What follows belongs to an exercise in optimizing a design on an open flow for a short achievable clock period and few clock cycles; a production flow would make more cautious choices. The RTL of this run was laid out without a check of its function. Power and IR drop assume default switching activity.

`run.sh`:
```
#!/bin/bash
# synth_recipe.tcl (not shown) runs the flow's synth.tcl, then flattens the netlist and writes it again
# the make line also repeats each setting of config.mk as NAME=value (left out here)
make -C /OpenROAD-flow-scripts/flow DESIGN_CONFIG=/design/flow/config.mk WORK_HOME=/design/flow/orfs CLKGATE_MAP_FILE= SYNTH_SCRIPT=/design/flow/synth_recipe.tcl finish
```
`config.mk`:
```
export PLATFORM = sky130hd
export DESIGN_NAME = computer
export DESIGN_NICKNAME = computer
export VERILOG_FILES = /design/flow/design.v
export SDC_FILE = /design/flow/constraint.sdc
export NUM_CORES = 4
export LEC_CHECK = 0
export CAP_MARGIN = 20
export CORE_MARGIN = 2
export CORE_UTILIZATION = 40
export SLEW_MARGIN = 20
```
`constraint.sdc`:
```
create_clock -name core_clock -period 10.0 [get_ports {clk}]
set_input_delay 2.0000 -clock core_clock [delete_from_list [all_inputs] [get_ports {clk}]]
set_output_delay 2.0000 -clock core_clock [all_outputs]
set_load 0.01 [all_outputs]
```
`design.v`:
```
module execute(
    input clk,
    input [31:0] ins, pc, reg1, reg2,  
    output [4:0] wra,  
    output [31:0] result, nextpc,
    output [7:0] dm_address,
    output [31:0] dm_wdata,
    output [3:0] dm_we,
    input [31:0] dm_r_data
);
    wire [5:0] op;
    wire [4:0] shift, operation;
    wire [25:0] addr;
    wire [31:0] dpl_imm, operand2, alu_result, nonbranch, branch, mem_address;
    wire [3:0] wren;
    function [4:0] opr_gen;
        input [5:0] op;
        input [4:0] operation;
        case (op)
            6'd0:    opr_gen = operation;
            6'd1:    opr_gen = 5'd0;
            6'd4:    opr_gen = 5'd8;
            6'd5:    opr_gen = 5'd9;
            6'd6:    opr_gen = 5'd10;
            default: opr_gen = 5'h1f;
        endcase
    endfunction
    function [31:0] alu;
        input [4:0] opr, shift;
        input [31:0] operand1, operand2;
        case(opr)
            5'd0:    alu = operand1 + operand2;
            5'd1:    alu = operand1 - operand2;
            5'd8:    alu = operand1 & operand2;
            5'd9:    alu = operand1 | operand2;
            5'd10:   alu = operand1 ^ operand2;
            5'd11:   alu = ~(operand1 & operand2);
            5'd16:   alu = operand1 << shift;
            5'd17:   alu = operand1 >> shift;
            5'd18:   alu = operand1 >>> shift;
            default: alu = 32'hffffffff;
        endcase
    endfunction
    function [31:0] calc;
        input [5:0] op;
        input [31:0] alu_result, dpl_imm, dm_r_data, pc;
        case(op)
            6'd0, 6'd1, 6'd4, 6'd5, 6'd6: calc = alu_result;
            6'd3:                         calc = dpl_imm << 16;
            6'd16:                        calc = dm_r_data;
            6'd18:                        calc = {{16{dm_r_data[15]}}, dm_r_data[15:0]};
            6'd20:                        calc = {{24{dm_r_data[7]}}, dm_r_data[7:0]};
            6'd41:                        calc = pc + 32'd1;
            default:                      calc = 32'hffffffff;
        endcase
    endfunction
    function [31:0] npc;
        input [5:0] op;
        input [31:0] reg1, reg2, branch, nonbranch, addr;
        case(op)
            6'd32:        npc = (reg1 == reg2) ? branch : nonbranch;
            6'd33:        npc = (reg1 != reg2) ? branch : nonbranch;
            6'd34:        npc = (reg1 < reg2) ? branch : nonbranch;
            6'd35:        npc = (reg1 <= reg2) ? branch : nonbranch;
            6'd40, 6'd41: npc = addr;
            6'd42:        npc = reg1;
            default:      npc = nonbranch;
        endcase
    endfunction
    function [4:0] wreg;
        input [5:0] op;
        input [4:0] rt, rd;
        case(op)
            6'd0:                                              wreg = rd;
            6'd1, 6'd3, 6'd4, 6'd5, 6'd6, 6'd16, 6'd18, 6'd20: wreg = rt;
            6'd41:                                             wreg = 5'd31;
            default:                                           wreg = 5'd0;
        endcase
    endfunction
    function [3:0] wrengen;
        input [5:0] op;
        case(op)
            6'd24:   wrengen = 4'b0000;
            6'd26:   wrengen = 4'b1100;
            6'd28:   wrengen = 4'b1110;
            default: wrengen = 4'b1111;
        endcase
    endfunction
    assign op         = ins [31:26];  
    assign shift      = ins [10:6];
    assign operation  = ins [4:0];
    assign dpl_imm    = {{16{ins[15]}}, ins[15:0]};
    assign operand2   = (op == 6'd0) ? reg2 : dpl_imm;  
    assign alu_result = alu(opr_gen(op, operation), shift, reg1, operand2);
    assign mem_address = (reg1 + dpl_imm) >>> 2;
    assign wren = wrengen(op);
    assign dm_address = mem_address[7:0];
    assign dm_wdata   = reg2;
    assign dm_we      = ~wren;
    assign wra       = wreg(op, ins[20:16], ins[15:11]);
    assign result    = calc(op, alu_result, dpl_imm, dm_r_data, pc);
    assign addr      = ins[25:0];
    assign nonbranch = pc + 32'd1;
    assign branch    = nonbranch + dpl_imm;
    assign nextpc    = npc(op, reg1, reg2, branch, nonbranch, addr);
endmodule
module writeback(
    input clk, rstd,
    input [31:0] nextpc,
    output reg [31:0] pc
);
    always @(negedge rstd or posedge clk)
        begin
            if(rstd == 0) pc <= 32'h00000000;
            else pc <= nextpc;
        end
endmodule
module reg_file(
    input clk, rstd,
    input [31:0] wr,
    input [4:0] ra1, ra2, wa,
    input wren,
    output [31:0] rr1, rr2
);
    reg [31:0] rf [1:31];
    assign rr1 = (ra1 == 5'd0) ? 32'h00000000 : rf [ra1];
    assign rr2 = (ra2 == 5'd0) ? 32'h00000000 : rf [ra2];
    always @(posedge clk)
        if (wren == 0 && wa != 5'd0) rf [wa] <= wr;
endmodule
module computer(
    input clk, rstd,
    output [7:0]  imem_addr,
    input  [31:0] imem_data,
    output [7:0]  dmem_addr,
    output [31:0] dmem_wdata,
    output [3:0]  dmem_we,
    input  [31:0] dmem_rdata
);
    wire [31:0] pc, ins, reg1, reg2, result, nextpc;
    wire [4:0]  wra;
    wire [3:0]  wren;
    assign imem_addr = pc[7:0];
    assign ins = imem_data;
    execute execute_body(.clk(clk), .ins(ins), .pc(pc), .reg1(reg1), .reg2(reg2), .wra(wra), .result(result), .nextpc(nextpc),
                         .dm_address(dmem_addr), .dm_wdata(dmem_wdata), .dm_we(dmem_we), .dm_r_data(dmem_rdata));
    writeback writeback_body(.clk(clk), .rstd(rstd), .nextpc(nextpc), .pc(pc));
    reg_file rf_body(.clk(clk), .rstd(rstd), .wr(result), .ra1(ins[25:21]), .ra2(ins[20:16]), .wa(wra), .wren((~|wra)), .rr1(reg1), .rr2(reg2));
endmodule
```
==> out/results.txt <==
Post-synthesis area per instance: 13.1 µm²
Layout cells sized above 1: 0.197
Post-synth top area cell: edfxtp_1
Row count: 142
Data arrival, critical path: 6880 ps
Cts bufs inserted: 109
Clock slew at reported path FFs: 60 ps
Worst Skew: 103 ps
DR vias/cell: 6.83
Crit end category: output port
RSZ-0062 raised after global routing: false
Worst slack, placed: 819 ps
CP Class: in -> out
Final std cells w/o fill: 6904
Core Area: 150000 µm²
Status: timing/DRC/antenna clean
Final Hold Fails: 0
Final period util: 0.888
Worst R2R Start: rf_body.rf[21][1]
Max-slew headroom: 0.169
CTS H-tree lvls: 3
Reg2reg path depth: 21
Int Power: 7870 µW
Clock latency on the worst-skew pair: 780 ps
Die W: 393 µm
Pin count of the biggest net entering global routing: 97
Worst ir drop on vdd: 148 µV
Slew Limit Fails: 0
Maximum capacitance violations: 0
Drt first pass iters: 6
YS warnings: 3
DRC: 0
Via count: 47175
Fin nets: 5028
Setup WS post-layout: 1120 ps
Synth cell types: 97
Crit path launch type: primary input
Antenna violations before repair: 11
Largest fanout on the critical path: 44
Hold Path Class: reg -> reg
Initial Util: 0.403
Avg WL per Cell: 37.2 µm
CTS resizes: 0
Clk sinks: 1024
Least-Margin Pin Slew: 1240 ps
Synth area leaders: edfxtp_1, mux4_2, mux2i_1, ha_1, a21oi_1
HPWL Detailed: 180000 µm
Async SR Flop Fraction: 0.0313
CTS tree: done
Cell Pwr Density: 163 nW/µm²
Leak pwr: 0.0254 µW
Vias in the first global route: 44418
Total negative setup slack: 0 ps
Die height: 393 µm
WL final: 257000 µm
Clock power share: 0.361
Syn Nets: 4856
Routed Antenna Nets: 0
Postcts setup bufs: 0
GRT Residual Overflow: 0
Combinational share of power: 0.201
Global placer's final weighted congestion: 1.05
Register area: 30600 µm²
Multi-input logic area: 28200 µm²
Final-layout fill cell count: 13452
Main synth FF type: edfxtp_1
Worst Path Required: 8000 ps
Yosys reg bits: 1024
Fin crit period: 8880 ps
Clock tree buffer depth: 3
Final setup vio count: 0
Cells after DPL: 6697
Worst hold start: writeback_body.pc[21]
First-pass GRT wire length: 353000 µm
Hold Crit Depth: 3
Die area: 154000 µm²
Top-area cell type share of the netlist area: 0.493
Seq pwr share: 0.438
Sequential area share after synthesis: 0.506
Cell count after synthesis: 4620
EDFF count, synth: 992
I/O Buffers: 117
Sw Share: 0.296
I/O pins: 118
Crit. Startpoint: imem_data[22]
GRT Util Overall: 0.328
FMAX: 113 MHz
Sw power: 3300 µW
Clk root buf: clkbuf_16
DRT iter0 DRCs: 7348
# hold bufs at CTS: 0
Layout area overhead: 13.6%
Synth Cell Area: 60500 µm²
[power groups by stage]
stage          registers, µW  clock network [µW]  logic, µW
6_report                4900                4030       2250
5_1_grt                 4910                4220       2360
4_1_cts                 4900                4060       2180
3_5_place_dp            4990                   0       2170
3_3_place_gp            4980                   0       2160
2_1_floorplan           4970                   0       1340
[layout make-up]
| class | instances | share of cell area |
|---|---|---|
| antenna | 5 | 0.000182 |
| clock buffer | 130 | 0.0409 |
| clock inverter | 72 | 0.0103 |
| inverter | 142 | 0.00776 |
| multi-input combinational | 3135 | 0.410 |
| sequential | 1024 | 0.445 |
| tap | 2016 | 0.0367 |
| timing repair buffer | 380 | 0.0483 |
[layout by cell type, fill, tap and decap left out, drive strengths merged, types with 52 or more instances in the layout]
cell type,synthesis,final
a211oi,70,70
a22oi,137,137
nand2,262,262
mux2,59,59
xnor2,86,86
clkbuf,164,130
nor2,306,306
o21ai,196,196
ha,168,168
nand3,80,80
nor3,68,68
a21oi,234,234
o211ai,52,52
inv,140,146
clkdlybuf4s50,0,103
clkinv,2,56
mux2i,333,333
buf,155,277
edfxtp,992,992
mux4,369,369
[final timing paths]
check / to / slack [ps]
worst max register to register: rf_body.rf[28][31] / 2740
worst min register to register: writeback_body.pc[21] / 710
min in group asynchronous: writeback_body.pc[3] / 1670
max in group asynchronous: writeback_body.pc[31] / 7990
worst max-delay path: dmem_addr[5] / 1120
worst min-delay path: writeback_body.pc[21] / 710
[stage by stage]
step	hold slack (ps)	cell area, µm²	utilization	power [µW]
3_5_place_dp	699	65100	0.434	7160
6_report	706	68700	0.458	11200
3_3_place_gp	687	65100	0.434	7140
5_1_grt	751	68700	0.458	11500
4_1_cts	712	68700	0.458	11100
2_1_floorplan	585	60500	-	6310
[logic make-up (layout without fill, tap and decap cells)]
logic type,count (synthesis),in the layout,share of synthesized area
AOI/OAI and AO/OA,1112,1112,0.127
DFF,1024,1024,0.506
and+or+nand+nor,974,974,0.0760
muxes,761,761,0.204
buffers and inverters,461,724,0.0345
adders and majority gates,170,170,0.0354
xor gates and xnor gates,118,118,0.0171
other,0,5,0
[critical path, cell delays in order]
cell and delay [ps]:
buf_6 350, nand2b_1 750, a21oi_1 80, nand3_1 310, nand3b_1 430, and2_1 330, ha_1 270, a31oi_1 390
o21ai_0 200, and2_1 220, o21a_1 200, o21ai_0 280, nor2b_1 200, xnor2_1 130, clkdlybuf4s50_1 550
[cell usage after synthesis, types with 41 or more instances]
cell type and n:
mux2_2 59, nand2_1 262, xnor2_1 86, nand3_1 78
nor2_1 306, buf_2 66, nor2b_1 42, ha_1 168
a22oi_1 137, edfxtp_1 992, a21oi_1 231, inv_1 133
nor3_1 68, o21ai_0 193, a221oi_1 46, clkbuf_1 164
a211oi_1 69, nand4_1 46, o211ai_1 52, mux4_2 360
a21o_1 41, mux2i_1 332
[state kept, by name, summed over array words and instances (netlist names)]
name	flops
rf_body.rf	992
writeback_body.pc	32
[per-layer routing]
layer / track usage / wire length, µm
met1: 0.436 / 96900
met2: 0.476 / 109000
met3: 0.111 / 35400
met4: 0.166 / 15300
met5: 0 / 86

## port drivers added, routing unchanged
Ports are ideal in the flow. The routed layout listed here was re-timed in OpenROAD. Step 1: set_driving_cell puts a clkbuf_16 on clk and a buf_2 on each other input, an assumption about the parent block. Step 2 also shifts input and output timing later by t, the mid clock arrival at the registers, as if the neighbouring blocks saw the same clock. Slacks: ideal ports / drivers / drivers and shift; pairs: ideal ports / drivers.
shift t [ns]: 0.810
setup slack, ns: 1.116 / 1.080 / 0.391
worst hold slack (ns): 0.706 / 0.706 / 0.706
worst register clock-pin slew, ns: 0.07 / 0.07
worst data-port slew with drivers (ns): 0.15
After both steps setup and hold are still met in this run. For this run, drivers alone change the setup slack by -0.036 ns; drivers and shift together by -0.725 ns.
